What follows belongs to an exercise in optimizing a design on an open flow for small area, a short achievable clock period and few clock cycles; a production flow would make more cautious choices.
RTL that was checked went through simulation tests only; none was proved equivalent to the original.
Function not checked in runs 3, 4, 7 and 8: the RTL went through the layout flow alone.
Power is estimated from default activity; no workload was simulated.

<file path="config.mk">
export PLATFORM = sky130hd
export DESIGN_NAME = Main
export DESIGN_NICKNAME = Main
export VERILOG_FILES = /design/flow/design.v
export SDC_FILE = /design/flow/constraint.sdc
export NUM_CORES = 4
export LEC_CHECK = 0
export CAP_MARGIN = 20
export CORE_MARGIN = 2
export CORE_UTILIZATION = 55
export SETUP_SLACK_MARGIN = 4.5
export SLEW_MARGIN = 20
</file>
<file path="constraint.sdc">
create_clock -name core_clock -period 7.0 [get_ports {clk}]
set_input_delay 1.4000 -clock core_clock [delete_from_list [all_inputs] [get_ports {clk}]]
set_output_delay 1.4000 -clock core_clock [all_outputs]
set_load 0.01 [all_outputs]
</file>
<file path="design.v">
`timescale 1ns / 1ps
module Main(
    input clk,
    input rst,
    input ld_en,
    input [4:0] ld_addr,
    input [13:0] ld_data,
    output reg [13:0] Outp,
    output reg out_valid,
    output reg halted
    );
    reg [13:0] prog [1:15];
    reg [13:0] data [0:15];
    reg [13:0] ir;
    reg [3:0]  pc;       
    reg [3:0]  fidx;     
    reg        fin;      
    reg        pend;     
    reg        wv;       
    reg        pv;       
    reg [3:0]  wd;
    reg [13:0] wr;
    reg        xv;       
    reg [3:0]  xd;
    reg [13:0] xa, xb;
    reg        xc;
    wire [1:0] op = ir[13:12];
    wire [3:0] fa = ir[11:8];
    wire [3:0] fb = ir[7:4];
    wire [3:0] fc = ir[3:0];
    wire active = !rst && !fin;
    wire is_out = (op == 2'b11);
    wire is_mov = (op == 2'b10);
    wire is_sub = (op == 2'b01);
    wire last   = (pc == 4'd15);
    reg [13:0] xres;
    reg [13:0] pg_g, pg_p, ng, np;
    integer k, d;
    always @(*) begin
        pg_g = xa & xb;
        pg_p = xa ^ xb;
        pg_g[0] = pg_g[0] | (pg_p[0] & xc);
        ng = pg_g;
        np = pg_p;
        for (d = 1; d < 14; d = d * 2) begin
            for (k = 13; k >= d; k = k - 1) begin
                ng[k] = ng[k] | (np[k] & ng[k - d]);
                np[k] = np[k] & np[k - d];
            end
        end
        xres = pg_p ^ {ng[12:0], xc};
    end
    function [13:0] rd16;
        input [223:0] w;
        input [3:0] s;
        reg [13:0] q0, q1, q2, q3;
        begin
            q0 = s[1] ? (s[0] ? w[3*14 +: 14]  : w[2*14 +: 14])  : (s[0] ? w[1*14 +: 14]  : w[0*14 +: 14]);
            q1 = s[1] ? (s[0] ? w[7*14 +: 14]  : w[6*14 +: 14])  : (s[0] ? w[5*14 +: 14]  : w[4*14 +: 14]);
            q2 = s[1] ? (s[0] ? w[11*14 +: 14] : w[10*14 +: 14]) : (s[0] ? w[9*14 +: 14]  : w[8*14 +: 14]);
            q3 = s[1] ? (s[0] ? w[15*14 +: 14] : w[14*14 +: 14]) : (s[0] ? w[13*14 +: 14] : w[12*14 +: 14]);
            rd16 = s[3] ? (s[2] ? q3 : q2) : (s[2] ? q1 : q0);
        end
    endfunction
    integer i;
    reg [223:0] dflat, pflat;
    always @(*) begin
        for (i = 0; i < 16; i = i + 1)
            dflat[i*14 +: 14] = data[i];
        pflat[13:0] = 14'd0;
        for (i = 1; i < 16; i = i + 1)
            pflat[i*14 +: 14] = prog[i];
    end
    wire [13:0] ma = rd16(dflat, fa);
    wire [13:0] mb = rd16(dflat, fb);
    wire [13:0] mf = rd16(pflat, fidx);
    wire [13:0] ra = (xv && xd == fa) ? xres : (wv && wd == fa) ? wr : ma;
    wire [13:0] rb = (xv && xd == fb) ? xres : (wv && wd == fb) ? wr : mb;
    always @(posedge clk) begin
        for (i = 1; i < 16; i = i + 1)
            if (pv && wd == i)
                prog[i] <= wr;
    end
    always @(posedge clk) begin
        for (i = 0; i < 16; i = i + 1)
            if (wv && wd == i)
                data[i] <= wr;
    end
    always @(posedge clk) begin
        if (rst) begin
            if (ld_en && ld_addr == 5'd0)
                ir <= ld_data;
        end else if (!fin)
            ir <= (pv && wd == 4'd1) ? wr : mf;
    end
    always @(posedge clk) begin
        if (rst) begin
            pc <= 4'd0;
            fidx <= 4'd1;
            fin <= 1'b0;
            pend <= 1'b0;
            halted <= 1'b0;
            xv <= 1'b0;
            out_valid <= 1'b0;
            Outp <= 14'd0;
        end else begin
            xv <= active && !is_out;
            out_valid <= active && is_out;
            pend <= active && last && is_out;
            if (pend || (active && last && !is_out))
                halted <= 1'b1;
            if (active) begin
                pc <= pc + 4'd1;
                fidx <= fidx + 4'd1;
                if (last)
                    fin <= 1'b1;
                if (is_out)
                    Outp <= ra;
            end
        end
    end
    always @(posedge clk) begin
        xd <= is_mov ? fb : fc;
        xa <= ra;
        xb <= (rb & {14{~is_mov}}) ^ {14{is_sub}};
        xc <= is_sub;
    end
    always @(posedge clk) begin
        wv <= rst ? (ld_en && ld_addr[4]) : xv;
        pv <= rst && ld_en && !ld_addr[4];
        wd <= rst ? ld_addr[3:0] : xd;
        wr <= rst ? ld_data : xres;
    end
endmodule
</file>
<file path="flow/run.sh">
#!/bin/bash
# The standard layout, with plain buffers on the ports (the platform's default
# picks a delay cell), sizing not held to each cell's footprint, and a clock
# tree without dummy balancing loads.
set -euo pipefail
bash standard.sh \
  BUFFER_PORTS_ARGS="-buffer_cell sky130_fd_sc_hd__buf_4" \
  MATCH_CELL_FOOTPRINT=0 \
  CTS_ARGS="-sink_clustering_enable -repair_clock_nets -dont_use_dummy_load -sink_clustering_size 24 -sink_clustering_max_diameter 90" \
  finish > standard_flow.log 2>&1
</file>
<file path="standard.sh">
#!/bin/bash
# synth_recipe.tcl (not shown) runs the flow's synth.tcl, then flattens the netlist and writes it again
# the make line also repeats each setting of config.mk as NAME=value (left out here)
make -C /OpenROAD-flow-scripts/flow DESIGN_CONFIG=/design/flow/config.mk WORK_HOME=/design/flow/orfs CLKGATE_MAP_FILE= SYNTH_SCRIPT=/design/flow/synth_recipe.tcl "${@:-finish}"
</file>
==> results of run 1 <==
cell type report:
type                       count  area (um^2)
timing repair buffer         158         1585
fill                        3050        15750
clock buffer                  26        650.6
timing repair inverter         1        5.005
tap                          539        674.4
inverter                      17        71.32
sequential                   528        15080
antenna                        4        10.01
multi-input combinational    701         7935
timing repair:
item	CTS	global route
buffers inserted	34	15
endpoints found under the setup margin	83	68
pin swaps	10	5
gates resized for setup	96	29
cloned	12	3
Yosys cell counts, types with 21 or more instances:
| library cell | number |
|---|---|
| a21oi_1 | 22 |
| a22o_1 | 21 |
| clkbuf_1 | 42 |
| dfxtp_1 | 80 |
| edfxtp_1 | 448 |
| mux2_2 | 36 |
| mux2i_1 | 29 |
| mux4_2 | 181 |
| nand2_1 | 64 |
| nand3_1 | 34 |
| nor2_1 | 65 |
| o211ai_1 | 27 |
| o21ai_0 | 42 |
| xnor2_1 | 23 |
cells by family after synthesis:
kind of cell,synth area share [%]
multiplexers,21.15
AND/OR/NAND/NOR,4.431
adder cells (fa/ha/maj),0.9283
XOR/XNOR,1.398
buffers and inverters,1.975
flip-flops,64.94
AO/OA/AOI/OAI,5.181
through the flow:
step / cells / util, % / power (mW) / hold WS [ns]
final: 1974 / 62.28 / 7.885 / 0.4431
after global routing: 1971 / 62.27 / 8.162 / 0.4668
after CTS: 1952 / 61.64 / 7.822 / 0.4497
after detailed placement: 1880 / 58.04 / 6.080 / 0.4327
after global placement: 1880 / 58.03 / 6.050 / 0.4281
after floorplan: 1327 / - / 5.276 / 0.4155
power by group through the flow:
stage	clock network (mW)	logic [mW]	registers, mW
final	1.58	2.22	4.08
after global routing	1.71	2.34	4.10
after CTS	1.62	2.12	4.08
after detailed placement	0	1.93	4.15
after global placement	0	1.90	4.15
after floorplan	0	1.02	4.26
per-layer routing:
metal  routed length (um)  part of all wire (%)
met5                    0                     0
met4                 1746                   2.8
met3                 5146                   8.3
met2                27750                    45
met1                27290                    44
registers in the layout, indices dropped and copies added (netlist names):
name and cells:
data 224, prog 210, Outp 14, ir 14, wr 14, xa 14
xb 14, fidx 4, pc 4, wd 4, xd 4, fin 1
halted 1, out_valid 1, pend 1, pv 1, wv 1, xc 1
xv 1
worst paths after layout:
path | slack [ns] | from | end | cells past startpoint
setup reg to reg | 4.39 | ir[8]$_DFFE_PP_ | Outp[13]$_SDFFE_PP0P_ | 8
hold / removal | 0.44 | pend$_SDFF_PP0_ | halted$_SDFFE_PP0P_ | 2
setup / recovery | 4.39 | ir[8]$_DFFE_PP_ | Outp[13]$_SDFFE_PP0P_ | 8
hold reg to reg | 0.44 | pend$_SDFF_PP0_ | halted$_SDFFE_PP0P_ | 2
worst min-delay path, cell delays in order (launching register included):
cell and delay, ns:
dfxtp_1 0.32, nor3_1 0.04, nor2_1 0.06
==> flow_summary.yaml, run 1 <==
die:
  ios: 38
  core_um2: 41760
  rows: 75
  die_x_um: 209.3
  start_util_pct: 55.52
  floorplan.die_area_um2: 43810
  die_y_um: 209.3
placed_design:
  place_area_um2: 24240
  gp_congestion: 0.8250
  dpl.hpwl_um: 36290
  pre_cts_ws_ns: 3.460
  port_buffers: 37
logic_synthesis:
  synthesis.instances: 1327
  syn_avg_cell_area_um2: 17.47
  synth_top_area_share_pct: 58.03
  synth_nets: 1365
  synth_edf_count: 448
  yosys_warnings: 3
  async_flop_share_pct: 0
  syn-cell-area_um2: 23180
  yosys.area.top_type: "edfxtp_1"
  synthFlopType: "edfxtp_1"
  ys_seq_area_share_pct: 64.94
  synth.area.top_cells: "edfxtp_1, mux4_2, dfxtp_1, mux2_2, mux2i_1"
  synth_seq_cells: 528
  ys_types: 63
pwr:
  ir_drop_uv: 229.0
  internal_power_mw: 5.404
  switching_share_pct: 31.47
  leakage_nw: 8.763
  power.share.sequential_pct: 51.8
  combPwrFrac_pct: 28.2
  clock_power_share_pct: 20.0
  p_per_area_nw_per_um2: 303.2
  p_sw_mw: 2.481
clock_tree:
  clockBufferDepth: 3
  cts.sinks: 528
  clockRootBuffer: "clkbuf_16"
  ctsHtreeMaxLevel: 1
  cts_hold_buf: 0
  cts_buffers: 26
  cts_tree: "done"
  clk_pin_slew_ns: 0.10
  insertion_delay_ns: 0.59
routing:
  first_iter_violations: 1579
  drc_errors: 0
  vias: 13246
  routedWlPerCell_um: 31.37
  ant_nets: 0
  drt_first_pass_iters: 5
  vias_per_cell: 6.710
  routed_wl_um: 61930
grt:
  top_usage_layer: "met1"
  use_met1_pct: 45.30
  grt_use_total_pct: 28.59
  overflow: 0
  first_global_vias: 12714
  grt_use_met3_pct: 3.711
  grt_use_met2_pct: 42.52
  antenna_found_initial: 1
  grt_max_degree: 59
  grt_pass1_wl_um: 89160
critical_path:
  path_buf_inv: 3
  crit_arrival_ns: 3.10
  worstPathCellList: "buf_12, buf_8, buf_6, mux4_2, mux4_2, mux2_4, mux2_4, a21o_1"
  slowest_stage: "mux4_2"
  cp-end-kind: "flop"
  crit_type: "reg -> reg"
  cp_top_family: "multiplexers"
  start_kind: "flop"
  path_max_fanout: 7
  cpPeakStageDelay_ns: 0.52
  required_ns: 7.49
min_path:
  min-delay-path-class: "reg -> reg"
sta:
  slew_violations: 0
  worst_slew_pin_slew_ns: 0.8980
  setup-tns-final_ns: 0
  rsz0062_at_grt: "true"
  fin_crit_sh_pct: 37.34
  finClkSkew_ns: 0.03255
  fmax_mhz: 382.6
  hold_viol: 0
  max_slew_margin_pct: 40.05
  finalWorstSetupSlack_ns: 4.386
  setup_viol: 0
  period_needed_ns: 2.614
outcome:
  status: "timing/DRC/antenna clean"
cells_and_area:
  area_delta_synth_final_pct: 12.19
  drive_gt1_share_pct: 32.98
  layout_common_cells: "edfxtp_1, mux4_2, buf_4"
  layout_commonest_cell: "edfxtp_1"
  nets: 1471
  finish.instance_area_um2: 26010
flow_run:
  cap_violations: 0
Testbench counts, summed over its fixed seeds: cycles 57,899.
==> run 2, diff against run 1 <==
--- a/config.mk
+++ b/config.mk
@@ -7,6 +7,6 @@
 export LEC_CHECK = 0
 export CAP_MARGIN = 20
 export CORE_MARGIN = 2
-export CORE_UTILIZATION = 55
+export CORE_UTILIZATION = 40
 export SETUP_SLACK_MARGIN = 4.5
 export SLEW_MARGIN = 20
==> run 2 against run 1 <==
Against the previous run:
- count of clock-buffer cells in the layout unchanged
- setup slack worse by 0.029 ns
- clock power about the same
- cell area increased by 1.7%
- maximum frequency is 1.1% lower
- via count down 0.58%
- critical path depth down 1
- largest cell class unchanged
- largest power group unchanged
==> flow_summary.yaml, run 2 <==
sta:
  finClkSkew_ns: 0.03199
  fmax_mhz: 378.4
  whs_ns: 0.4667
  rsz0062_at_grt: "true"
  hold_viol: 0
  fin_crit_sh_pct: 37.76
  slew_violations: 0
  setup_viol: 0
  period_needed_ns: 2.643
  max_slew_margin_pct: 26.85
  worst_slew_pin_slew_ns: 1.097
  setup-tns-final_ns: 0
outcome:
  status: "timing/DRC/antenna clean"
cells_and_area:
  area_delta_synth_final_pct: 14.09
  fillers: 4904
  drive_gt1_share_pct: 33.66
  layout_common_cells: "edfxtp_1, mux4_2, buf_4"
  regMostFlops: "data"
  top_regs: "data (224), prog (210)"
  fin_cells: 2210
  seqCellArea_um2: 15080
  multiInputGateArea_um2: 8011
  layout_commonest_cell: "edfxtp_1"
  largest_reg_flops: 224
  finish.instance_area_um2: 26450
  nets: 1484
logic_synthesis:
  syn-cell-area_um2: 23180
  synth_edf_count: 448
  yosys.area.top_type: "edfxtp_1"
  synth_seq_cells: 528
  synth_top_area_share_pct: 58.03
  synth_nets: 1365
  synth.most_common_cell: "edfxtp_1"
  synthesis.instances: 1327
  synth.area.top_cells: "edfxtp_1, mux4_2, dfxtp_1, mux2_2, mux2i_1"
  synthTopCellsByCount: "edfxtp_1, mux4_2, dfxtp_1"
  synthFlopType: "edfxtp_1"
  yosys_warnings: 3
  ys_seq_area_share_pct: 64.94
  async_flop_share_pct: 0
  ys_types: 63
  syn_avg_cell_area_um2: 17.47
routing:
  routedWlPerCell_um: 27.64
  first_iter_violations: 1501
  vias_per_cell: 5.959
  vias: 13169
  drt_first_pass_iters: 5
  drc_errors: 0
  ant_nets: 0
  routed_wl_um: 61080
clock_tree:
  cts_tree: "done"
  clockRootBuffer: "clkbuf_16"
  cts.sinks: 528
  ctsHtreeMaxLevel: 1
  clk_pin_slew_ns: 0.10
  insertion_delay_ns: 0.57
  cts_buffers: 26
  clockBufferDepth: 3
die:
  floorplan.die_area_um2: 59900
  die_y_um: 244.7
  rows: 88
  ios: 38
  die_x_um: 244.7
  core_um2: 57480
  start_util_pct: 40.34
critical_path:
  r2r_slack_ns: 4.36
  slowest_stage: "mux4_1"
  cp_top_family: "multiplexers"
  cpPeakStageDelay_ns: 0.53
  path_buf_inv: 2
  start_kind: "flop"
  r2r-end: "Outp[10]$_SDFFE_PP0P_"
  path_max_fanout: 9
  rr_startpoint: "ir[8]$_DFFE_PP_"
  r2r_cells: 7
  cpMostUsedCell: "mux2_4"
  cp-end-kind: "flop"
  worstPathCellList: "buf_12, buf_4, mux4_1, mux4_2, mux2_4, mux2_4, a21bo_1"
  crit_type: "reg -> reg"
  required_ns: 7.48
  crit_arrival_ns: 3.12
grt:
  grt_max_degree: 59
  antenna_found_initial: 1
  overflow: 0
  grt_use_total_pct: 20.10
  first_global_vias: 12983
  grt_pass1_wl_um: 88320
pwr:
  power_mw: 7.943
  switching_share_pct: 31.17
  p_per_area_nw_per_um2: 300.3
  power.share.sequential_pct: 51.4
  internal_power_mw: 5.467
  combPwrFrac_pct: 28.7
  ir_drop_uv: 229.0
  leakage_nw: 8.849
  clock_power_share_pct: 19.9
  p_sw_mw: 2.476
min_path:
  min_from: "Outp[8]$_SDFFE_PP0P_"
  hold_depth: 2
  hold_end: "Outp[8]$_SDFFE_PP0P_"
  min-delay-path-class: "reg -> reg"
placed_design:
  place_area_um2: 24490
  dpl.hpwl_um: 36000
  port_buffers: 37
  place_inst: 2105
  gp_congestion: 0.8592
flow_run:
  cap_violations: 0
-- run 2: cell counts after synthesis --
Identical to the previous run, type by type.
-- run 2: worst max path at each step --
stage	slack, ns	start	endpoint	depth (start not counted)
2_1_floorplan	4.52	fidx[0]$_SDFFE_PP1P_	ir[0]$_DFFE_PP_	6
3_3_place_gp	3.36	rst	Outp[3]$_SDFFE_PP0P_	6
3_5_place_dp	3.35	rst	Outp[5]$_SDFFE_PP0P_	6
4_1_cts	4.38	ir[8]$_DFFE_PP_	Outp[11]$_SDFFE_PP0P_	7
5_1_grt	4.30	ir[8]$_DFFE_PP_	Outp[6]$_SDFFE_PP0P_	7
6_report	4.36	ir[8]$_DFFE_PP_	Outp[10]$_SDFFE_PP0P_	7
-- run 2: cell families after synthesis --
family                     share of synthesized area, %
xor gates and xnor gates                          1.398
and+or+nand+nor                                   4.431
AOI/OAI and AO/OA                                 5.181
DFF                                               64.94
muxes                                             21.15
adders and majority gates                        0.9283
buffers and inverters                             1.975
-- run 2: what timing repair did --
action	CTS	global route
pin swaps	15	21
hold buffers	0	0
gates resized for setup	98	46
setup endpoints to repair	77	63
buffers inserted	28	35
cloned	10	5
-- run 2: cell type report --
type | count | area share (%)
sequential | 528 | 57.00
multi-input combinational | 702 | 30.29
timing repair buffer | 170 | 6.330
tap | 765 | 3.619
clock buffer | 26 | 2.460
inverter | 17 | 0.2696
timing repair inverter | 1 | 0.01892
antenna | 1 | 0.009461
-- run 2: worst register-to-register path, stage by stage, from the launching register on --
cell and delay [ns]:
edfxtp_1 0.40, buf_12 0.17, buf_4 0.14, mux4_1 0.53
mux4_2 0.53, mux2_4 0.30, mux2_4 0.30, a21bo_1 0.17
-- run 2: power groups by stage --
| stage | logic (mW) | registers [mW] | clock network [mW] |
|---|---|---|---|
| 6_report | 2.28 | 4.08 | 1.58 |
| 5_1_grt | 2.42 | 4.10 | 1.72 |
| 4_1_cts | 2.11 | 4.08 | 1.63 |
| 3_5_place_dp | 1.93 | 4.15 | 0 |
| 3_3_place_gp | 1.88 | 4.14 | 0 |
| 2_1_floorplan | 1.02 | 4.26 | 0 |
-- run 2: stage by stage --
| step | utilization (%) | worst slack [ns] |
|---|---|---|
| 4_1_cts | 45.12 | 4.379 |
| 5_1_grt | 46.02 | 4.304 |
| 6_report | 46.02 | 4.357 |
| 2_1_floorplan | - | 4.516 |
| 3_3_place_gp | 42.60 | 3.357 |
| 3_5_place_dp | 42.61 | 3.346 |
-- run 2: metal layers --
| metal | vias up | track usage, % | share of wire [%] |
|---|---|---|---|
| li1 | 5602 | - | - |
| met1 | 6980 | 29.31 | 44 |
| met3 | 83 | 2.624 | 6.7 |
| met2 | 504 | 31.79 | 47 |
| met4 | 0 | 5.685 | 2.8 |
| met5 | - | 0 | 0 |
==> run 3, diff against run 2 <==
==> design.v (replaced) <==
`timescale 1ns / 1ps
module Main(
    input clk,
    input rst,
    input ld_en,
    input [4:0] ld_addr,
    input [13:0] ld_data,
    output reg [13:0] Outp,
    output reg out_valid,
    output reg halted
    );
    function [3:0] dec2;
        input [1:0] x;
        dec2 = 4'b0001 << x;
    endfunction
    function [13:0] rd16;
        input [223:0] w;
        input [3:0] lo;
        input [3:0] hi;
        integer g, k;
        reg [13:0] q;
        begin
            rd16 = 14'd0;
            for (g = 0; g < 4; g = g + 1) begin
                q = 14'd0;
                for (k = 0; k < 4; k = k + 1)
                    q = q | (w[(4*g+k)*14 +: 14] & {14{lo[k]}});
                rd16 = rd16 | (q & {14{hi[g]}});
            end
        end
    endfunction
    reg [13:0] prog [1:15];
    reg [13:0] data [0:15];
    reg [1:0]  op;
    reg [3:0]  alo, ahi, blo, bhi, clo, chi;
    reg [3:0]  fidx;     
    reg        fin;      
    reg        pend;     
    reg        xv;       
    reg [3:0]  xlo, xhi;
    reg [13:0] xa, xb;
    reg        xc;
    reg        wv;       
    reg        pv;       
    reg [3:0]  wlo, whi;
    reg [13:0] wr;
    wire active = !rst && !fin;
    wire is_out = (op == 2'b11);
    wire is_mov = (op == 2'b10);
    wire is_sub = (op == 2'b01);
    wire last   = (fidx == 4'd0);
    wire [13:0] xres = xa + xb + {13'd0, xc};
    integer i;
    reg [223:0] dflat, pflat;
    always @(*) begin
        for (i = 0; i < 16; i = i + 1)
            dflat[i*14 +: 14] = data[i];
        pflat[13:0] = 14'd0;
        for (i = 1; i < 16; i = i + 1)
            pflat[i*14 +: 14] = prog[i];
    end
    wire [13:0] ma = rd16(dflat, alo, ahi);
    wire [13:0] mb = rd16(dflat, blo, bhi);
    wire [3:0]  flo = dec2(fidx[1:0]);
    wire [3:0]  fhi = dec2(fidx[3:2]);
    wire [13:0] mf = rd16(pflat, flo, fhi);
    wire xfa = xv && (xlo & alo) != 4'd0 && (xhi & ahi) != 4'd0;
    wire xfb = xv && (xlo & blo) != 4'd0 && (xhi & bhi) != 4'd0;
    wire wfa = wv && (wlo & alo) != 4'd0 && (whi & ahi) != 4'd0;
    wire wfb = wv && (wlo & blo) != 4'd0 && (whi & bhi) != 4'd0;
    wire [13:0] ra = xfa ? xres : wfa ? wr : ma;
    wire [13:0] rb = xfb ? xres : wfb ? wr : mb;
    always @(posedge clk) begin
        for (i = 1; i < 16; i = i + 1)
            if (pv && wlo[i % 4] && whi[i / 4])
                prog[i] <= wr;
    end
    always @(posedge clk) begin
        for (i = 0; i < 16; i = i + 1)
            if (wv && wlo[i % 4] && whi[i / 4])
                data[i] <= wr;
    end
    wire [13:0] fw = rst ? ld_data : (pv && wlo[1] && whi[0]) ? wr : mf;
    always @(posedge clk) begin
        if (rst ? (ld_en && ld_addr == 5'd0) : !fin) begin
            op  <= fw[13:12];
            ahi <= dec2(fw[11:10]);
            alo <= dec2(fw[9:8]);
            bhi <= dec2(fw[7:6]);
            blo <= dec2(fw[5:4]);
            chi <= dec2(fw[3:2]);
            clo <= dec2(fw[1:0]);
        end
    end
    always @(posedge clk) begin
        if (rst) begin
            fidx <= 4'd1;
            fin <= 1'b0;
            pend <= 1'b0;
            halted <= 1'b0;
            xv <= 1'b0;
            out_valid <= 1'b0;
            Outp <= 14'd0;
        end else begin
            xv <= active && !is_out;
            out_valid <= active && is_out;
            pend <= active && last && is_out;
            if (pend || (active && last && !is_out))
                halted <= 1'b1;
            if (active) begin
                fidx <= fidx + 4'd1;
                if (last)
                    fin <= 1'b1;
                if (is_out)
                    Outp <= ra;
            end
        end
    end
    always @(posedge clk) begin
        xlo <= is_mov ? blo : clo;
        xhi <= is_mov ? bhi : chi;
        xa <= ra;
        xb <= (rb & {14{~is_mov}}) ^ {14{is_sub}};
        xc <= is_sub;
    end
    always @(posedge clk) begin
        wv <= rst ? (ld_en && ld_addr[4]) : xv;
        pv <= rst && ld_en && !ld_addr[4];
        wlo <= rst ? dec2(ld_addr[1:0]) : xlo;
        whi <= rst ? dec2(ld_addr[3:2]) : xhi;
        wr <= rst ? ld_data : xres;
    end
endmodule
--- a/config.mk
+++ b/config.mk
@@ -7,6 +7,6 @@
 export LEC_CHECK = 0
 export CAP_MARGIN = 20
 export CORE_MARGIN = 2
-export CORE_UTILIZATION = 40
+export CORE_UTILIZATION = 55
 export SETUP_SLACK_MARGIN = 4.5
 export SLEW_MARGIN = 20
==> run 3 against run 2 <==
Against the previous run:
- still clean
- final cell count up 0.63%
- largest cell class unchanged
- sequential share of layout area up 3.7 points
- clock skew up 0.0029 ns
- critical path type unchanged
- global-route usage up 12 points
==> flow_summary.yaml, run 3 <==
cells_and_area:
  regMostFlops: "data"
  nets: 1734
  utilization_pct: 62.31
  layout_common_cells: "edfxtp_1, a22oi_1, nand2_1"
  insertedDiodeCount: 0
  finish.instance_area_um2: 25560
  largest_reg_flops: 224
  fillers: 3078
  fin_cells: 2224
  top_regs: "data (224), prog (210)"
  layout_commonest_cell: "edfxtp_1"
  area_delta_synth_final_pct: 11.40
  drive_gt1_share_pct: 15.90
clock_tree:
  cts_hold_buf: 0
  cts.sinks: 544
  insertion_delay_ns: 0.60
  clockBufferDepth: 3
  clk_pin_slew_ns: 0.10
  cts_buffers: 26
  cts_tree: "done"
  clockRootBuffer: "clkbuf_16"
  ctsHtreeMaxLevel: 1
logic_synthesis:
  synth_nets: 1696
  synth.most_common_cell: "edfxtp_1"
  ys_types: 74
  synthSimpleGateAreaFrac_pct: 6.065
  muxShareOfSynthArea_pct: 1.882
  synth_seq_cells: 544
  ys_seq_area_share_pct: 67.54
  synth_edf_count: 460
  synth_top_area_share_pct: 60.21
  yosys.area.top_type: "edfxtp_1"
  synth.area.top_cells: "edfxtp_1, a22oi_1, dfxtp_1, a22o_1, nand2_1"
  syn_avg_cell_area_um2: 13.85
  syn-cell-area_um2: 22940
  synthFlopType: "edfxtp_1"
  synth_xor_area_share_pct: 0.2672
  synth_top_family_by_area: "compound AO/OA/AOI/OAI gates"
  synthesis.instances: 1656
  yosys.area_share.adder_pct: 1.047
  async_flop_share_pct: 0
  yosys_warnings: 3
  synthTopCellsByCount: "edfxtp_1, a22oi_1, nand2_1"
  synth_compound_area_share_pct: 20.65
critical_path:
  path_max_fanout: 12
  cpPeakStageDelay_ns: 0.41
  start_kind: "flop"
  path_buf_inv: 3
  cp_top_family: "compound AO/OA/AOI/OAI gates"
  slowest_stage: "dfxtp_4"
  path_depth: 10
  r2r_cells: 10
  crit_arrival_ns: 2.85
  worstPathCellList: "inv_4, ha_4, clkbuf_16, buf_4, a22o_1, a221oi_2, mux4_2, nand2_1, o21ai_0, o21ai_0"
  crit_type: "reg -> reg"
  cp-end-kind: "flop"
  cpMostUsedCell: "o21ai_0"
  required_ns: 7.32
sta:
  fin_crit_sh_pct: 36.05
  finalWorstSetupSlack_ns: 4.476
  max_slew_margin_pct: 23.43
  rsz0062_at_grt: "true"
  worst_slew_pin_slew_ns: 1.149
  slew_violations: 0
  hold_viol: 0
  setup-tns-final_ns: 0
  whs_ns: 0.4613
  finClkSkew_ns: 0.03492
  period_needed_ns: 2.524
  setup_viol: 0
  fmax_mhz: 396.2
die:
  start_util_pct: 55.93
  rows: 74
  die_y_um: 208.2
  die_x_um: 208.2
  ios: 38
  floorplan.die_area_um2: 43360
  core_um2: 41020
placed_design:
  port_buffers: 37
  pre_cts_ws_ns: 3.203
  place_inst: 2164
  dpl.hpwl_um: 39660
  gp_congestion: 0.8876
  place_area_um2: 23810
routing:
  drc_errors: 0
  routed_wl_um: 71360
  routedWlPerCell_um: 32.09
  vias: 15666
  drt_first_pass_iters: 8
  first_iter_violations: 1977
  ant_nets: 0
  vias_per_cell: 7.044
min_path:
  hold_depth: 2
  min-delay-path-class: "reg -> reg"
pwr:
  leakage_nw: 8.837
  ir_drop_uv: 270.0
  p_per_area_nw_per_um2: 430.7
  power_mw: 11.01
grt:
  grt_use_total_pct: 32.13
  grt_max_degree: 61
  antenna_found_initial: 1
  overflow: 0
  first_global_vias: 14999
  grt_pass1_wl_um: 101400
flow_run:
  cap_violations: 0
outcome:
  status: "timing/DRC/antenna clean"
## run 3: worst min-delay path: cells and delay by family, from the launching register on
kind	cells	cell delay [ns]
AO/OA/AOI/OAI	1	0.04
flip-flops	1	0.32
AND/OR/NAND/NOR	1	0.07
## run 3: path summary, 6_finish.rpt
kind	start	to	slack (ns)
worst min-delay path	pend$_SDFF_PP0_	halted$_SDFFE_PP0P_	0.46
worst min register to register	pend$_SDFF_PP0_	halted$_SDFFE_PP0P_	0.46
worst max register to register	fidx[1]$_SDFFE_PP0P_	op[0]$_DFFE_PP_	4.48
worst max-delay path	fidx[1]$_SDFFE_PP0P_	op[0]$_DFFE_PP_	4.48
## run 3: cells by family after synthesis
kind of cell / count (synthesis)
multiplexers: 29
buffers and inverters: 137
flip-flops: 544
XOR/XNOR: 7
adder cells (fa/ha/maj): 18
AO/OA/AOI/OAI: 626
AND/OR/NAND/NOR: 295
## run 3: cell type report
class / count / area (um^2) / share of cell area (%)
repair buffers: 119 / 1240 / 4.851
inverters: 25 / 106.4 / 0.4161
flip-flops and latches: 544 / 15510 / 60.70
well taps: 532 / 665.6 / 2.604
multi-input cells: 975 / 7365 / 28.81
repair inverters: 3 / 17.52 / 0.06854
clock buffers: 26 / 650.6 / 2.546
## run 3: routing by layer
metal	part of all wire, %	up-vias	GRT usage (%)	wire [um]
met1	39	7930	42.92	27770
met5	0	-	0	0
met3	7.4	162	3.457	5276
met2	49	810	53.86	34830
met4	4.9	0	13.84	3484
li1	-	6764	-	-
## run 3: report_power, final
part / switching [mW] / internal [mW] / total, mW
combinational: 3.08 / 1.72 / 4.81
sequential: 0.285 / 4.29 / 4.57
clock: 0.963 / 0.664 / 1.63
total: 4.33 / 6.68 / 11.0
## run 3: repair_timing
action | in CTS | in global routing
buffers inserted | 4 | 15
hold endpoints to repair | 0 | 0
gates resized for setup | 112 | 53
pin swaps | 5 | 19
endpoints found under the setup margin | 78 | 47
cloned | 9 | 6
==> run 4, diff against run 3 <==
--- a/config.mk
+++ b/config.mk
@@ -7,6 +7,6 @@
 export LEC_CHECK = 0
 export CAP_MARGIN = 20
 export CORE_MARGIN = 2
-export CORE_UTILIZATION = 55
+export CORE_UTILIZATION = 70
 export SETUP_SLACK_MARGIN = 4.5
 export SLEW_MARGIN = 20
==> run 4 against run 3 <==
Against the previous run:
- still clean
- non-clock buffer count down 1
- worst hold slack improved by 0.019 ns
- sequential power is 2% higher
- global-route usage up 6.8 points
- setup slack worse by 0.022 ns
- final cell count down 4.0%
- clock skew shrank 0.0034 ns
- critical path type unchanged
- critical endpoint is now Outp[0]$_SDFFE_PP0P_
- largest cell class unchanged
- largest power group is now sequential cells
==> flow_summary.yaml, run 4 <==
clock_tree:
  cts_tree: "done"
  clockBufferDepth: 3
  cts.sinks: 544
  cts_hold_buf: 0
  insertion_delay_ns: 0.59
  cts_buffers: 26
  ctsHtreeMaxLevel: 1
  clockRootBuffer: "clkbuf_16"
  clk_pin_slew_ns: 0.10
critical_path:
  required_ns: 7.51
  cp_top_family: "compound AO/OA/AOI/OAI gates"
  path_max_fanout: 58
  start_kind: "flop"
  slowest_stage: "a31oi_1"
  rr_startpoint: "alo[0]$_SDFFCE_PP0P_"
  crit_arrival_ns: 3.06
  crit_type: "reg -> reg"
  cpMostUsedCell: "buf_6"
  r2r_cells: 8
  path_buf_inv: 2
  cp-end-kind: "flop"
  r2r-end: "Outp[0]$_SDFFE_PP0P_"
  cpPeakStageDelay_ns: 0.44
  r2r_slack_ns: 4.45
  worstPathCellList: "buf_6, a22o_1, o221ai_2, buf_6, nor2_1, a31oi_1, mux2_2, a21o_1"
routing:
  drc_errors: 0
  ant_nets: 0
  routed_wl_um: 68490
  drt_first_pass_iters: 8
  vias_per_cell: 7.658
  vias: 16343
  routedWlPerCell_um: 32.10
  first_iter_violations: 2812
logic_synthesis:
  synth_edf_count: 460
  syn-cell-area_um2: 22940
  syn_avg_cell_area_um2: 13.85
  synth.area.top_cells: "edfxtp_1, a22oi_1, dfxtp_1, a22o_1, nand2_1"
  async_flop_share_pct: 0
  synth.most_common_cell: "edfxtp_1"
  ys_seq_area_share_pct: 67.54
  synthFlopType: "edfxtp_1"
  synthTopCellsByCount: "edfxtp_1, a22oi_1, nand2_1"
  synth_nets: 1696
  synth_seq_cells: 544
  synthesis.instances: 1656
  yosys_warnings: 3
  yosys.area.top_type: "edfxtp_1"
  synth_top_area_share_pct: 60.21
  ys_types: 74
sta:
  setup_viol: 0
  period_needed_ns: 2.546
  slew_violations: 0
  worst_slew_pin_slew_ns: 1.201
  fmax_mhz: 392.8
  setup-tns-final_ns: 0
  finalWorstSetupSlack_ns: 4.454
  max_slew_margin_pct: 19.93
  rsz0062_at_grt: "true"
  finClkSkew_ns: 0.03148
  fin_crit_sh_pct: 36.37
  hold_viol: 0
die:
  rows: 66
  die_y_um: 185.0
  core_um2: 32370
  floorplan.die_area_um2: 34240
  start_util_pct: 70.87
  die_x_um: 185.0
  ios: 38
flow_run:
  cap_violations: 0
pwr:
  leakage_nw: 8.786
  p_per_area_nw_per_um2: 430.8
  ir_drop_uv: 394.7
grt:
  first_global_vias: 15384
  antenna_found_initial: 1
  overflow: 0
  grt_pass1_wl_um: 96010
  grt_use_total_pct: 38.92
  grt_max_degree: 61
cells_and_area:
  area_delta_synth_final_pct: 10.10
  nets: 1733
  finish.instance_area_um2: 25260
  layout_commonest_cell: "edfxtp_1"
  regMostFlops: "data"
  fillers: 1935
  layout_common_cells: "edfxtp_1, a22oi_1, nand2_1"
  drive_gt1_share_pct: 15.26
  largest_reg_flops: 224
  top_regs: "data (224), prog (210)"
min_path:
  min_from: "clo[1]$_SDFFCE_PP0P_"
  min-delay-path-class: "reg -> reg"
  hold_depth: 1
  hold_end: "xlo[1]$_DFF_P_"
outcome:
  status: "timing/DRC/antenna clean"
placed_design:
  pre_cts_ws_ns: 3.208
  gp_congestion: 0.8747
  dpl.hpwl_um: 36550
  place_area_um2: 23600
  port_buffers: 37
-- run 4: cell counts after synthesis --
Identical to the previous run, type by type.
-- run 4: through the flow --
| stage | std cells | power (mW) | hold slack (ns) | util [%] |
|---|---|---|---|---|
| 2_1_floorplan | 1656 | 7.087 | 0.4173 | - |
| 3_3_place_gp | 2062 | 8.443 | 0.4368 | 72.90 |
| 6_report | 2134 | 10.88 | 0.4804 | 78.03 |
| 5_1_grt | 2133 | 11.20 | 0.4988 | 78.02 |
| 4_1_cts | 2111 | 10.42 | 0.4774 | 76.74 |
| 3_5_place_dp | 2062 | 8.532 | 0.4571 | 72.91 |
-- run 4: area by class of cell --
cell class | count | area [um^2] | share of cell area [%]
Antenna cell | 1 | 2.502 | 0.009907
Clock buffer | 26 | 650.6 | 2.576
Inverter | 25 | 106.4 | 0.4211
Multi-Input combinational cell | 976 | 7297 | 28.89
Sequential cell | 544 | 15510 | 61.42
Tap cell | 442 | 553.0 | 2.190
Timing Repair Buffer | 118 | 1124 | 4.448
Timing Repair inverter | 2 | 12.51 | 0.04954
-- run 4: routing by layer --
| layer | track usage [%] | share of wire [%] | vias to the layer above |
|---|---|---|---|
| met5 | 0 | 0 | - |
| met4 | 24.51 | 7.4 | 0 |
| met3 | 4.974 | 11 | 277 |
| met2 | 61.84 | 47 | 1237 |
| met1 | 51.64 | 35 | 8064 |
| li1 | - | - | 6765 |
-- run 4: what timing repair did --
item | CTS | global route
buffers inserted | 16 | 15
cloned | 7 | 7
pin swaps | 2 | 18
endpoints found under the setup margin | 72 | 79
resized for setup | 71 | 49
-- run 4: worst max path at each step --
stage                         startpoint                    to  slack, ns  depth (start not counted)
CTS                 fidx[1]$_SDFFE_PP0P_  blo[1]$_SDFFCE_PP0P_       4.43                          9
global placement                     rst  alo[1]$_SDFFCE_PP0P_       3.30                          6
finish              alo[0]$_SDFFCE_PP0P_  Outp[0]$_SDFFE_PP0P_       4.45                          8
global route        alo[0]$_SDFFCE_PP0P_  Outp[0]$_SDFFE_PP0P_       4.44                          8
floorplan                            rst  ahi[0]$_SDFFCE_PP0P_       4.59                          4
detailed placement                   rst  alo[1]$_SDFFCE_PP0P_       3.21                          6
-- run 4: cells by family (layout without fill, tap and decap cells) --
| logic type | Yosys count | after routing | synth area share, % |
|---|---|---|---|
| XOR/XNOR | 7 | 7 | 0.2672 |
| AO/OA/AOI/OAI | 626 | 627 | 20.65 |
| flip-flops | 544 | 544 | 67.54 |
| multiplexers | 29 | 29 | 1.882 |
| AND/OR/NAND/NOR | 295 | 295 | 6.065 |
| other | 0 | 1 | 0 |
| buffers and inverters | 137 | 171 | 2.547 |
| adder cells (fa/ha/maj) | 18 | 18 | 1.047 |
-- run 4: report_power, final --
group | leakage (nW) | internal, mW | switching (mW)
sequential | 4.89 | 4.29 | 0.346
clock | 0.320 | 0.663 | 0.941
combinational | 3.58 | 1.68 | 2.96
==> run 5, diff against run 4 <==
--- a/design.v
+++ b/design.v
@@ -33,7 +33,7 @@
     reg [13:0] data [0:15];
     reg [1:0]  op;
     reg [3:0]  alo, ahi, blo, bhi, clo, chi;
-    reg [3:0]  fidx;     
+    reg [3:0]  flo, fhi;  
     reg        fin;      
     reg        pend;     
     reg        xv;       
@@ -48,7 +48,7 @@
     wire is_out = (op == 2'b11);
     wire is_mov = (op == 2'b10);
     wire is_sub = (op == 2'b01);
-    wire last   = (fidx == 4'd0);
+    wire last   = flo[0] && fhi[0];
     wire [13:0] xres = xa + xb + {13'd0, xc};
     integer i;
     reg [223:0] dflat, pflat;
@@ -61,8 +61,6 @@
     end
     wire [13:0] ma = rd16(dflat, alo, ahi);
     wire [13:0] mb = rd16(dflat, blo, bhi);
-    wire [3:0]  flo = dec2(fidx[1:0]);
-    wire [3:0]  fhi = dec2(fidx[3:2]);
     wire [13:0] mf = rd16(pflat, flo, fhi);
     wire xfa = xv && (xlo & alo) != 4'd0 && (xhi & ahi) != 4'd0;
     wire xfb = xv && (xlo & blo) != 4'd0 && (xhi & bhi) != 4'd0;
@@ -94,7 +92,8 @@
     end
     always @(posedge clk) begin
         if (rst) begin
-            fidx <= 4'd1;
+            flo <= 4'b0010;
+            fhi <= 4'b0001;
             fin <= 1'b0;
             pend <= 1'b0;
             halted <= 1'b0;
@@ -108,7 +107,9 @@
             if (pend || (active && last && !is_out))
                 halted <= 1'b1;
             if (active) begin
-                fidx <= fidx + 4'd1;
+                flo <= {flo[2:0], flo[3]};
+                if (flo[3])
+                    fhi <= {fhi[2:0], fhi[3]};
                 if (last)
                     fin <= 1'b1;
                 if (is_out)
==> run 5 against run 4 <==
Against the previous run:
- still clean
- die area fell by 0.37%
- maximum frequency rose by 1.7%
- utilization fell by 2.3 points
- routed wire length fell by 8.5%
- worst hold slack got worse by 0.025 ns
- register-to-register slack improved by 0.04 ns
- combinational power fell by 53%
- synthesized area fell by 0.38%
- count of clock-buffer cells in the layout did not move
- critical path type unchanged
- largest power group unchanged
==> flow_summary.yaml, run 5 <==
outcome:
  status: "timing/DRC/antenna clean"
die:
  core_um2: 32370
  rows: 66
  floorplan.die_area_um2: 34110
  die_x_um: 184.7
  ios: 38
  start_util_pct: 70.61
  die_y_um: 184.7
logic_synthesis:
  synth_nets: 1753
  syn-cell-area_um2: 22860
  yosys.area.top_type: "edfxtp_1"
  yosys_warnings: 3
  synth.area.top_cells: "edfxtp_1, a22oi_1, dfxtp_1, nand2_1, o21ai_0"
  synthesis.instances: 1717
  ys_seq_area_share_pct: 68.14
  synth_seq_cells: 548
  syn_avg_cell_area_um2: 13.31
  synthTopCellsByCount: "edfxtp_1, a22oi_1, nand2_1"
  synthFlopType: "edfxtp_1"
  synth_edf_count: 460
  async_flop_share_pct: 0
  synth.most_common_cell: "edfxtp_1"
  synth_top_area_share_pct: 60.44
  ys_types: 67
sta:
  slew_violations: 0
  worst_slew_pin_slew_ns: 1.169
  setup-tns-final_ns: 0
  finClkSkew_ns: 0.03968
  fmax_mhz: 399.4
  max_slew_margin_pct: 21.81
  rsz0062_at_grt: "true"
  period_needed_ns: 2.504
  fin_crit_sh_pct: 35.77
  setup_viol: 0
  hold_viol: 0
critical_path:
  r2r_slack_ns: 4.50
  critPathLaunch: "xc$_DFF_P_"
  r2r-end: "xb[12]$_DFF_P_"
  rr_startpoint: "xc$_DFF_P_"
  path_max_fanout: 4
  path_buf_inv: 1
  worstPathCellList: "fa_2, inv_2, fa_2, nand2b_4, a21oi_4, o21a_2, o211ai_1, nor2_1, a211oi_1, a2111oi_2"
  cp_top_family: "compound AO/OA/AOI/OAI gates"
  start_kind: "flop"
  cp-end-kind: "flop"
  cpPeakStageDelay_ns: 0.41
  required_ns: 7.40
  slowest_stage: "o211ai_1"
  cp-endpoint: "xb[12]$_DFF_P_"
  path_depth: 10
  r2r_cells: 10
  crit_arrival_ns: 2.91
  crit_type: "reg -> reg"
  cpMostUsedCell: "fa_2"
grt:
  grt_use_total_pct: 37.01
  first_global_vias: 14806
  grt_max_degree: 94
  overflow: 0
  grt_pass1_wl_um: 91800
  antenna_found_initial: 0
routing:
  vias: 15782
  ant_nets: 0
  routedWlPerCell_um: 28.98
  drc_errors: 0
  routed_wl_um: 62690
  first_iter_violations: 2384
  drt_first_pass_iters: 8
  vias_per_cell: 7.296
clock_tree:
  ctsHtreeMaxLevel: 1
  clk_pin_slew_ns: 0.10
  clockRootBuffer: "clkbuf_16"
  insertion_delay_ns: 0.60
  cts_buffers: 26
  clockBufferDepth: 3
  cts.sinks: 548
  cts_tree: "done"
cells_and_area:
  seqCellArea_um2: 15590
  nets: 1759
  drive_gt1_share_pct: 10.46
  fillers: 2039
  multiInputGateArea_um2: 6865
  utilization_pct: 75.72
  insertedDiodeCount: 0
  largest_reg_flops: 224
  area_delta_synth_final_pct: 7.237
  layout_commonest_cell: "edfxtp_1"
  top_regs: "data (224), prog (210)"
  layout_common_cells: "edfxtp_1, a22oi_1, nand2_1"
  regMostFlops: "data"
placed_design:
  gp_congestion: 0.9356
  port_buffers: 37
  dpl.hpwl_um: 36940
pwr:
  leakage_nw: 8.767
  p_per_area_nw_per_um2: 327.0
  ir_drop_uv: 317.2
  power_mw: 8.016
flow_run:
  cap_violations: 0
min_path:
  min_from: "chi[0]$_SDFFCE_PP0P_"
  min-delay-path-class: "reg -> reg"
run 5: changes by cell type in the layout (fill, tap and decap cells not counted), moves of 12 or more:
cell | previous run | this run
a22oi_1 | 264 | 356
nand2_1 | 107 | 208
a21oi_1 | 31 | 16
a221oi_1 | 16 | 1
a22o_1 | 50 | 21
a21boi_0 | 48 | 10
a221oi_2 | 14 | 2
mux2i_1 | 6 | 18
buf_4 | 93 | 81
o21ai_0 | 44 | 70
run 5: per-stage QoR:
step	setup WS, ns	area (um^2)	hold slack, ns	std cells
3_5_place_dp	3.744	23450	0.4298	2109
3_3_place_gp	3.835	23450	0.4314	2109
4_1_cts	4.508	24390	0.4523	2158
5_1_grt	4.421	24510	0.4878	2163
2_1_floorplan	4.526	22880	0.4159	1717
6_report	4.496	24510	0.4552	2163
run 5: cells by family after synthesis:
group,Yosys count,synth area share [%]
AOI/OAI and AO/OA,597,19.53
xor gates and xnor gates,8,0.3887
adders and majority gates,14,0.8321
buffers and inverters,141,2.480
DFF,548,68.14
muxes,25,1.128
and+or+nand+nor,384,7.494
run 5: how the worst min path moves through the flow:
stage                     end  slack [ns]  depth (start not counted)
2_1_floorplan  xhi[0]$_DFF_P_        0.42                          2
3_5_place_dp   xhi[0]$_DFF_P_        0.43                          2
5_1_grt        xhi[2]$_DFF_P_        0.49                          2
6_report       xhi[0]$_DFF_P_        0.46                          2
3_3_place_gp   xhi[0]$_DFF_P_        0.43                          2
4_1_cts        xhi[0]$_DFF_P_        0.45                          2
run 5: cell type report:
cell class | instances | area share [%]
flip-flops and latches | 548 | 63.59
multi-input cells | 1029 | 28.01
repair buffers | 93 | 3.058
clock buffers | 26 | 2.655
well taps | 442 | 2.256
inverters | 24 | 0.3982
repair inverters | 1 | 0.03063
run 5: repair_timing:
action                                  CTS  global route
cloned                                    2             0
resized for setup                        29            27
pin swaps                                 6            11
buffers inserted                         21             5
endpoints found under the setup margin   62            31
hold endpoints to repair                  0             0
hold buffers                              0             0
run 5: tightest hold or removal path: cells and delay by family, from the launching register on:
family / cells / cell delay [ns]
simple gates: 2 / 0.09
flops: 1 / 0.33
run 5: where the power goes:
group	switching, mW	internal [mW]
Clock	0.937	0.662
Combinational	1.51	0.663
Sequential	0.142	4.11
Total	2.58	5.43
run 5: per-layer routing:
layer  track usage (%)  up-vias  part of all wire [%]
li1                  -     6785                     -
met1             48.82     7644                    35
met2             60.24     1137                    48
met3             5.374      216                    11
met4             19.84        0                   6.6
met5                 0        -                     0
Testbench counts of run 5, summed over its fixed seeds: cycles 57,899.
==> run 6, diff against run 5 <==
--- a/config.mk
+++ b/config.mk
@@ -7,6 +7,6 @@
 export LEC_CHECK = 0
 export CAP_MARGIN = 20
 export CORE_MARGIN = 2
-export CORE_UTILIZATION = 70
+export CORE_UTILIZATION = 55
 export SETUP_SLACK_MARGIN = 4.5
 export SLEW_MARGIN = 20
==> run 6 against run 5 <==
Against the previous run:
- largest cell class unchanged
- critical path type unchanged
- routed wire length grew 8.5%
- clock skew rose by 0.0066 ns
- die area grew 27%
- still clean on timing, DRC and antenna
- flip-flop and latch count stayed put
- largest power group unchanged
==> flow_summary.yaml, run 6 <==
outcome:
  status: "timing/DRC/antenna clean"
critical_path:
  start_kind: "flop"
  path_max_fanout: 36
  cp-end-kind: "flop"
  crit_arrival_ns: 2.92
  crit_type: "reg -> reg"
  r2r-end: "xb[10]$_DFF_P_"
  r2r_slack_ns: 4.52
  rr_startpoint: "blo[1]$_SDFFCE_PP0P_"
  required_ns: 7.44
  r2r_cells: 8
placed_design:
  gp_congestion: 0.8743
  place_inst: 2210
  place_area_um2: 23650
  pre_cts_ws_ns: 3.640
  port_buffers: 37
  dpl.hpwl_um: 40960
logic_synthesis:
  synth_nets: 1753
  synthTopCellsByCount: "edfxtp_1, a22oi_1, nand2_1"
  yosys_warnings: 3
  synth_seq_cells: 548
  synth.area.top_cells: "edfxtp_1, a22oi_1, dfxtp_1, nand2_1, o21ai_0"
  ys_seq_area_share_pct: 68.14
  yosys.area.top_type: "edfxtp_1"
  synthesis.instances: 1717
  synth_edf_count: 460
  async_flop_share_pct: 0
  synth_top_area_share_pct: 60.44
  syn-cell-area_um2: 22860
  ys_types: 67
  synthFlopType: "edfxtp_1"
  synth.most_common_cell: "edfxtp_1"
  syn_avg_cell_area_um2: 13.31
sta:
  max_slew_margin_pct: 31.71
  slew_violations: 0
  setup_viol: 0
  hold_viol: 0
  finalWorstSetupSlack_ns: 4.520
  rsz0062_at_grt: "true"
  whs_ns: 0.4504
  fin_crit_sh_pct: 35.42
  fmax_mhz: 403.3
  finClkSkew_ns: 0.04627
  worst_slew_pin_slew_ns: 1.024
  setup-tns-final_ns: 0
  period_needed_ns: 2.480
clock_tree:
  cts.sinks: 548
  cts_tree: "done"
  cts_buffers: 27
  cts_hold_buf: 0
  ctsHtreeMaxLevel: 1
  clockBufferDepth: 3
  insertion_delay_ns: 0.61
  clockRootBuffer: "clkbuf_16"
  clk_pin_slew_ns: 0.09
pwr:
  power_mw: 8.175
  p_per_area_nw_per_um2: 328.5
  leakage_nw: 8.867
  ir_drop_uv: 271.3
die:
  ios: 38
  rows: 74
  start_util_pct: 55.85
  core_um2: 40920
  die_y_um: 207.9
  die_x_um: 207.9
  floorplan.die_area_um2: 43200
grt:
  overflow: 0
  grt_pass1_wl_um: 98570
  antenna_found_initial: 0
  first_global_vias: 14534
  grt_use_total_pct: 30.97
  grt_max_degree: 94
cells_and_area:
  area_delta_synth_final_pct: 8.896
  finish.instance_area_um2: 24890
  layout_commonest_cell: "edfxtp_1"
  layout_common_cells: "edfxtp_1, a22oi_1, nand2_1"
  nets: 1771
  fillers: 3141
  utilization_pct: 60.82
  largest_reg_flops: 224
  insertedDiodeCount: 0
  top_regs: "data (224), prog (210)"
  regMostFlops: "data"
  fin_cells: 2265
  drive_gt1_share_pct: 11.66
routing:
  drc_errors: 0
  vias_per_cell: 6.766
  routedWlPerCell_um: 30.04
  first_iter_violations: 1834
  ant_nets: 0
  routed_wl_um: 68030
  vias: 15324
  drt_first_pass_iters: 6
flow_run:
  cap_violations: 0
min_path:
  hold_depth: 2
  hold_end: "xhi[2]$_DFF_P_"
  min_from: "chi[2]$_SDFFCE_PN0P_"
  min-delay-path-class: "reg -> reg"
run 6: what timing repair did:
action	CTS	global route
hold endpoints to repair	0	0
pin swaps	8	14
setup buffers	19	7
resized for setup	60	34
cloned	2	0
endpoints found under the setup margin	88	34
run 6: where the power goes:
part           internal (mW)  switching, mW  leakage [nW]
combinational          0.702           1.56          3.61
sequential              4.11          0.158          4.93
clock                  0.687          0.965         0.333
total                   5.49           2.68          8.87
run 6: how the worst max path moves through the flow:
stage                                        to  depth (start not counted)  slack (ns)            startpoint
final                            xb[10]$_DFF_P_                          8        4.52  blo[1]$_SDFFCE_PP0P_
after global routing             xb[12]$_DFF_P_                          9        4.41         xa[0]$_DFF_P_
after CTS                        xb[12]$_DFF_P_                         10        4.50         xa[0]$_DFF_P_
after detailed placement  Outp[11]$_SDFFE_PP0P_                          6        3.64                   rst
after global placement     Outp[7]$_SDFFE_PP0P_                          6        3.78                   rst
after floorplan            ahi[0]$_SDFFCE_PP0P_                          5        4.53                   rst
run 6: metal layers:
| metal | routed length (um) | track usage (%) |
|---|---|---|
| met1 | 26970 | 42.55 |
| met2 | 32970 | 51.00 |
| met3 | 4873 | 3.313 |
| met4 | 3217 | 12.40 |
| met5 | 0 | 0 |
run 6: cell families after synthesis:
kind of cell / Yosys count / share of synthesized area, %
compound gates: 597 / 19.53
xor+xnor: 8 / 0.3887
fa+ha+maj: 14 / 0.8321
buf+inv: 141 / 2.480
flops: 548 / 68.14
mux: 25 / 1.128
simple gates: 384 / 7.494
run 6: worst max-delay path, cell delays in order (launching register included):
cell	delay, ns
edfxtp_1	0.37
buf_4	0.25
buf_12	0.23
a22oi_1	0.19
nand2_1	0.12
a22oi_1	0.39
and3_1	0.25
nor2_1	0.07
a2111oi_1	0.42
run 6: area by class of cell:
| cell class | count | area [um^2] | share of cell area, % |
|---|---|---|---|
| clock buffers | 27 | 675.6 | 2.715 |
| inverters | 24 | 101.3 | 0.4072 |
| multi-input cells | 1028 | 6897 | 27.71 |
| flip-flops and latches | 548 | 15600 | 62.66 |
| well taps | 532 | 665.6 | 2.674 |
| repair buffers | 105 | 947.2 | 3.806 |
| repair inverters | 1 | 7.507 | 0.03016 |
==> run 7, diff against run 6 <==
--- a/design.v
+++ b/design.v
@@ -44,7 +44,6 @@
     reg        pv;       
     reg [3:0]  wlo, whi;
     reg [13:0] wr;
-    wire active = !rst && !fin;
     wire is_out = (op == 2'b11);
     wire is_mov = (op == 2'b10);
     wire is_sub = (op == 2'b01);
@@ -101,12 +100,12 @@
             out_valid <= 1'b0;
             Outp <= 14'd0;
         end else begin
-            xv <= active && !is_out;
-            out_valid <= active && is_out;
-            pend <= active && last && is_out;
-            if (pend || (active && last && !is_out))
+            xv <= !fin && !is_out;
+            out_valid <= !fin && is_out;
+            pend <= !fin && last && is_out;
+            if (pend || (!fin && last && !is_out))
                 halted <= 1'b1;
-            if (active) begin
+            if (!fin) begin
                 flo <= {flo[2:0], flo[3]};
                 if (flo[3])
                     fhi <= {fhi[2:0], fhi[3]};
==> run 7 against run 6 <==
Against the previous run:
- clock power about the same
- sequential share of layout area up 0.59 points
- first-iteration DRC count up 12%
- largest power group unchanged
==> flow_summary.yaml, run 7 <==
outcome:
  status: "timing/DRC/antenna clean"
routing:
  first_iter_violations: 2054
  vias_per_cell: 6.796
  ant_nets: 0
  routedWlPerCell_um: 30.00
  drc_errors: 0
  drt_first_pass_iters: 7
  vias: 15216
  routed_wl_um: 67170
clock_tree:
  cts_buffers: 27
  clockRootBuffer: "clkbuf_16"
  cts.sinks: 548
  cts_hold_buf: 0
  insertion_delay_ns: 0.59
  clk_pin_slew_ns: 0.10
  ctsHtreeMaxLevel: 1
  cts_tree: "done"
  clockBufferDepth: 3
logic_synthesis:
  synth_nets: 1736
  synth_top_area_share_pct: 60.99
  synth.most_common_cell: "edfxtp_1"
  syn-cell-area_um2: 22650
  synthTopCellsByCount: "edfxtp_1, a22oi_1, nand2_1"
  synth.area.top_cells: "edfxtp_1, a22oi_1, dfxtp_1, nand2_1, o21ai_0"
  yosys.area.top_type: "edfxtp_1"
  async_flop_share_pct: 0
  ys_types: 58
  synthFlopType: "edfxtp_1"
  syn_avg_cell_area_um2: 13.32
  synth_edf_count: 460
  synthesis.instances: 1700
  ys_seq_area_share_pct: 68.77
  synth_seq_cells: 548
  yosys_warnings: 3
cells_and_area:
  layout_commonest_cell: "edfxtp_1"
  insertedDiodeCount: 0
  regMostFlops: "data"
  top_regs: "data (224), prog (210)"
  layout_common_cells: "edfxtp_1, a22oi_1, nand2_1"
  finish.instance_area_um2: 24680
  nets: 1745
  largest_reg_flops: 224
  area_delta_synth_final_pct: 8.984
  drive_gt1_share_pct: 12.71
die:
  die_x_um: 206.9
  start_util_pct: 55.59
  floorplan.die_area_um2: 42820
  core_um2: 40740
  die_y_um: 206.9
  rows: 74
  ios: 38
critical_path:
  r2r_slack_ns: 4.39
  crit_type: "reg -> reg"
  required_ns: 7.50
  cp-end-kind: "flop"
  start_kind: "flop"
  rr_startpoint: "xa[0]$_DFF_P_"
  r2r-end: "xb[12]$_DFF_P_"
  r2r_cells: 12
  path_max_fanout: 3
  critPathLaunch: "xa[0]$_DFF_P_"
  crit_arrival_ns: 3.11
sta:
  setup_viol: 0
  fmax_mhz: 383.4
  finalWorstSetupSlack_ns: 4.392
  fin_crit_sh_pct: 37.26
  hold_viol: 0
  setup-tns-final_ns: 0
  max_slew_margin_pct: 34.39
  period_needed_ns: 2.608
  finClkSkew_ns: 0.03428
  worst_slew_pin_slew_ns: 0.9806
  rsz0062_at_grt: "true"
  slew_violations: 0
  whs_ns: 0.4677
placed_design:
  port_buffers: 37
  pre_cts_ws_ns: 3.752
  dpl.hpwl_um: 39080
  gp_congestion: 0.8839
  place_area_um2: 23240
min_path:
  hold_end: "Outp[13]$_SDFFE_PP0P_"
  hold_depth: 2
  min-delay-path-class: "reg -> reg"
  min_from: "Outp[13]$_SDFFE_PP0P_"
grt:
  first_global_vias: 14471
  antenna_found_initial: 2
  grt_use_total_pct: 31.16
  grt_pass1_wl_um: 96010
  overflow: 0
  grt_max_degree: 92
pwr:
  power_mw: 8.287
  p_per_area_nw_per_um2: 335.8
  leakage_nw: 8.754
  ir_drop_uv: 314.2
flow_run:
  cap_violations: 0
## run 7: cell count changes in the layout (fill, tap and decap cells not counted), moves of 14 or more
cell / delta
a22o_1: -15
a22oi_1: +15
nand2_1: -16
nand3_1: +14
o21ai_0: -15
o21ai_1: +23
## run 7: through the flow
stage                     utilization [%]  cells
after global routing                60.58   2239
after global placement              57.04   2169
after CTS                           59.82   2224
final                               60.58   2239
after detailed placement            57.04   2169
after floorplan                         -   1700
## run 7: repair_timing
item                                    4_1_cts  5_1_grt
setup buffers                                28       13
cloned                                        0        2
pin swaps                                    12       24
resized for setup                            69       60
endpoints found under the setup margin      109       76
## run 7: worst max-delay path by stage
stage | slack, ns | cells past startpoint | end
2_1_floorplan | 4.35 | 4 | ahi[0]$_SDFFCE_PP0P_
3_3_place_gp | 3.80 | 5 | alo[0]$_SDFFCE_PP0P_
3_5_place_dp | 3.75 | 5 | alo[3]$_SDFFCE_PN0P_
4_1_cts | 4.42 | 9 | xb[13]$_DFF_P_
5_1_grt | 4.27 | 12 | xb[12]$_DFF_P_
6_report | 4.39 | 12 | xb[12]$_DFF_P_
## run 7: cell type report
type	count	area (um^2)
inverter	21	82.58
tap	532	665.6
fill	3201	16060
timing repair buffer	102	960.9
clock buffer	27	675.6
sequential	548	15610
multi-input combinational	1009	6686
## run 7: power breakdown
group / switching (mW) / internal [mW]
Clock: 0.971 / 0.688
Combinational: 1.48 / 0.727
Sequential: 0.304 / 4.12
## run 7: logic make-up (layout without fill, tap and decap cells)
logic type	count (synthesis)	in the layout	share of synthesized area (%)
buffers and inverters	144	150	2.768
adder cells (fa/ha/maj)	14	14	0.8398
AO/OA/AOI/OAI	568	568	18.10
AND/OR/NAND/NOR	379	380	7.453
multiplexers	34	34	1.564
XOR/XNOR	13	13	0.5028
flip-flops	548	548	68.77
## run 7: per-layer routing
metal  global-route usage [%]  wire (um)
met5                        0          0
met4                    12.28       2994
met3                    3.642       4827
met2                    51.58      32810
met1                    42.41      26530
## run 7: worst max-delay path, stage by stage, from the launching register on
cell,delay (ns)
dfxtp_2,0.34
fa_2,0.41
inv_2,0.08
fa_2,0.19
and2b_2,0.24
nor3_2,0.12
o21ai_2,0.10
a31oi_2,0.23
o21ai_2,0.09
xnor2_2,0.16
buf_4,0.16
o221a_1,0.24
nor3_2,0.18
==> run 8, diff against run 7 <==
--- a/config.mk
+++ b/config.mk
@@ -7,6 +7,6 @@
 export LEC_CHECK = 0
 export CAP_MARGIN = 20
 export CORE_MARGIN = 2
-export CORE_UTILIZATION = 55
+export CORE_UTILIZATION = 70
 export SETUP_SLACK_MARGIN = 4.5
 export SLEW_MARGIN = 20
==> run 8 against run 7 <==
Against the previous run:
- non-clock buffer count grew 6
- final cell count shrank 5.5%
- first-iteration DRC count increased by 32%
- critical path depth down 1
- still clean
- global-route usage up 6.4 points
- largest cell class unchanged
- worst hold slack worse by 0.0027 ns
- maximum frequency increased by 1.3%
- combinational power increased by 3%
- cell area decreased by 0.18%
==> flow_summary.yaml, run 8 <==
logic_synthesis:
  synth_edf_count: 460
  syn_avg_cell_area_um2: 13.32
  synthFlopType: "edfxtp_1"
  ys_types: 58
  synthTopCellsByCount: "edfxtp_1, a22oi_1, nand2_1"
  synthesis.instances: 1700
  yosys_warnings: 3
  async_flop_share_pct: 0
  ys_seq_area_share_pct: 68.77
  synth_seq_cells: 548
  synth.most_common_cell: "edfxtp_1"
  synth.area.top_cells: "edfxtp_1, a22oi_1, dfxtp_1, nand2_1, o21ai_0"
  synth_top_area_share_pct: 60.99
  synth_nets: 1736
  yosys.area.top_type: "edfxtp_1"
  syn-cell-area_um2: 22650
critical_path:
  path_max_fanout: 3
  crit_arrival_ns: 3.02
  crit_type: "reg -> reg"
  critPathLaunch: "xa[0]$_DFF_P_"
  start_kind: "flop"
  cp-end-kind: "flop"
  rr_startpoint: "xa[0]$_DFF_P_"
  r2r_cells: 11
  r2r_slack_ns: 4.43
  required_ns: 7.44
die:
  start_util_pct: 71.40
  floorplan.die_area_um2: 33810
  core_um2: 31720
  die_x_um: 183.9
  rows: 65
  die_y_um: 183.9
  ios: 38
sta:
  finClkSkew_ns: 0.06651
  fin_crit_sh_pct: 36.77
  period_needed_ns: 2.574
  worst_slew_pin_slew_ns: 1.062
  hold_viol: 0
  setup-tns-final_ns: 0
  max_slew_margin_pct: 29.12
  setup_viol: 0
  fmax_mhz: 388.6
  rsz0062_at_grt: "true"
  whs_ns: 0.4650
  slew_violations: 0
routing:
  ant_nets: 0
  first_iter_violations: 2721
  drt_first_pass_iters: 8
  vias_per_cell: 7.467
  routedWlPerCell_um: 30.70
  drc_errors: 0
  vias: 15800
  routed_wl_um: 64960
cells_and_area:
  drive_gt1_share_pct: 12.61
  layout_commonest_cell: "edfxtp_1"
  area_delta_synth_final_pct: 8.790
  top_regs: "data (224), prog (210)"
  largest_reg_flops: 224
  layout_common_cells: "edfxtp_1, a22oi_1, nand2_1"
  finish.instance_area_um2: 24640
  regMostFlops: "data"
  nets: 1751
clock_tree:
  clockRootBuffer: "clkbuf_16"
  clk_pin_slew_ns: 0.10
  insertion_delay_ns: 0.61
  cts_tree: "done"
  cts.sinks: 548
  cts_hold_buf: 0
  cts_buffers: 26
  ctsHtreeMaxLevel: 1
  clockBufferDepth: 3
grt:
  grt_use_total_pct: 37.53
  antenna_found_initial: 0
  grt_max_degree: 92
  grt_pass1_wl_um: 92040
  overflow: 0
  first_global_vias: 14755
flow_run:
  cap_violations: 0
min_path:
  min-delay-path-class: "reg -> reg"
  hold_depth: 2
  min_from: "pend$_SDFF_PP0_"
placed_design:
  dpl.hpwl_um: 36660
  port_buffers: 37
  gp_congestion: 0.9333
  place_area_um2: 23080
outcome:
  status: "timing/DRC/antenna clean"
pwr:
  leakage_nw: 8.807
  power_mw: 8.190
  ir_drop_uv: 318.6
  p_per_area_nw_per_um2: 332.4
run 8: cell counts after synthesis:
Identical to the previous run, type by type.
run 8: where the power goes:
part / internal (mW) / switching, mW
logic: 0.698 / 1.57
registers: 4.12 / 0.208
clock network: 0.663 / 0.938
total: 5.48 / 2.71
run 8: cell type report:
class	count	area (um^2)
fill	1918	7081
multi-input combinational	1010	6760
timing repair buffer	108	1046
inverter	21	78.83
tap	402	503.0
sequential	548	15600
antenna	1	2.502
clock buffer	26	650.6
run 8: timing repair:
| action | 4_1_cts | 5_1_grt |
|---|---|---|
| buffers inserted | 29 | 11 |
| gates resized for setup | 66 | 55 |
| pin swaps | 14 | 23 |
| endpoints found under the hold margin | 0 | 0 |
| cloned | 2 | 6 |
| setup endpoints to repair | 103 | 67 |
run 8: worst max-delay path: stages, from the launching register on:
cell and delay (ns):
dfxtp_2 0.34, fa_2 0.41, inv_2 0.07, fa_2 0.20, and2b_2 0.25, nor3_4 0.15
o21ai_4 0.10, a31oi_4 0.20, o21ai_2 0.09, xnor2_2 0.28, mux2i_2 0.17, o21a_1 0.21
run 8: cells by family after synthesis:
kind of cell	after synthesis	share of synthesized area, %
simple gates	379	7.453
buf+inv	144	2.768
compound gates	568	18.10
flops	548	68.77
xor+xnor	13	0.5028
mux	34	1.564
fa+ha+maj	14	0.8398
run 8: per-stage QoR:
stage	util [%]	setup slack (ns)	std cells
2_1_floorplan	-	4.346	1700
3_3_place_gp	72.78	3.858	2041
3_5_place_dp	72.78	3.842	2041
4_1_cts	76.36	4.429	2098
5_1_grt	77.67	4.321	2115
6_report	77.68	4.426	2116
run 8: routing by layer:
| metal | global-route usage, % | routed length [um] |
|---|---|---|
| met1 | 50.27 | 22500 |
| met5 | 0 | 0 |
| met3 | 5.487 | 7124 |
| met4 | 19.30 | 4322 |
| met2 | 60.66 | 31010 |
run 8: worst paths after layout:
| path | endpoint |
|---|---|
| setup / recovery | Outp[12]$_SDFFE_PP0P_ |
| hold / removal | halted$_SDFFE_PP0P_ |
| setup reg to reg | Outp[12]$_SDFFE_PP0P_ |
| hold reg to reg | halted$_SDFFE_PP0P_ |

[re-timing with driven ports]
How much do the figures lean on ideal ports? The routed layouts below were timed once more, with nothing changed but the port constraints. Step 1: set_driving_cell puts a clkbuf_16 on clk and a buf_2 on each other input, an assumption about the parent block. Step 2, shift: input delay + t, output delay - t, t = (earliest + latest rising clock arrival at the registers) / 2. This alone moves slack from input paths to output paths. Slacks: ideal ports / drivers / drivers and shift; pairs: ideal ports / drivers.
run | shift t [ns] | slack for setup (ns) | hold WS [ns] | worst setup path after step 2 | cell pins on the clock port's net
run 1 | 0.630 | 4.386 / 4.386 / 4.020 | 0.443 / 0.443 / 0.443 | input to register | 1
run 2 | 0.620 | 4.357 / 4.357 / 3.959 | 0.467 / 0.467 / 0.467 | input to register | 1
run 3 | 0.643 | 4.476 / 4.476 / 4.050 | 0.461 / 0.461 / 0.461 | input to register | 1
run 4 | 0.623 | 4.454 / 4.454 / 4.003 | 0.480 / 0.480 / 0.480 | input to register | 1
run 5 | 0.628 | 4.496 / 4.481 / 4.026 | 0.455 / 0.455 / 0.455 | input to register | 1
run 6 | 0.646 | 4.520 / 4.468 / 3.976 | 0.450 / 0.450 / 0.450 | input to register | 1
run 7 | 0.640 | 4.392 / 4.392 / 4.076 | 0.468 / 0.468 / 0.468 | input to register | 1
run 8 | 0.625 | 4.426 / 4.426 / 4.010 | 0.465 / 0.465 / 0.465 | input to register | 1
After both steps setup and hold are still met in every run listed. For run 6, which loses most, drivers alone change the setup slack by -0.052 ns; drivers and shift together by -0.544 ns.
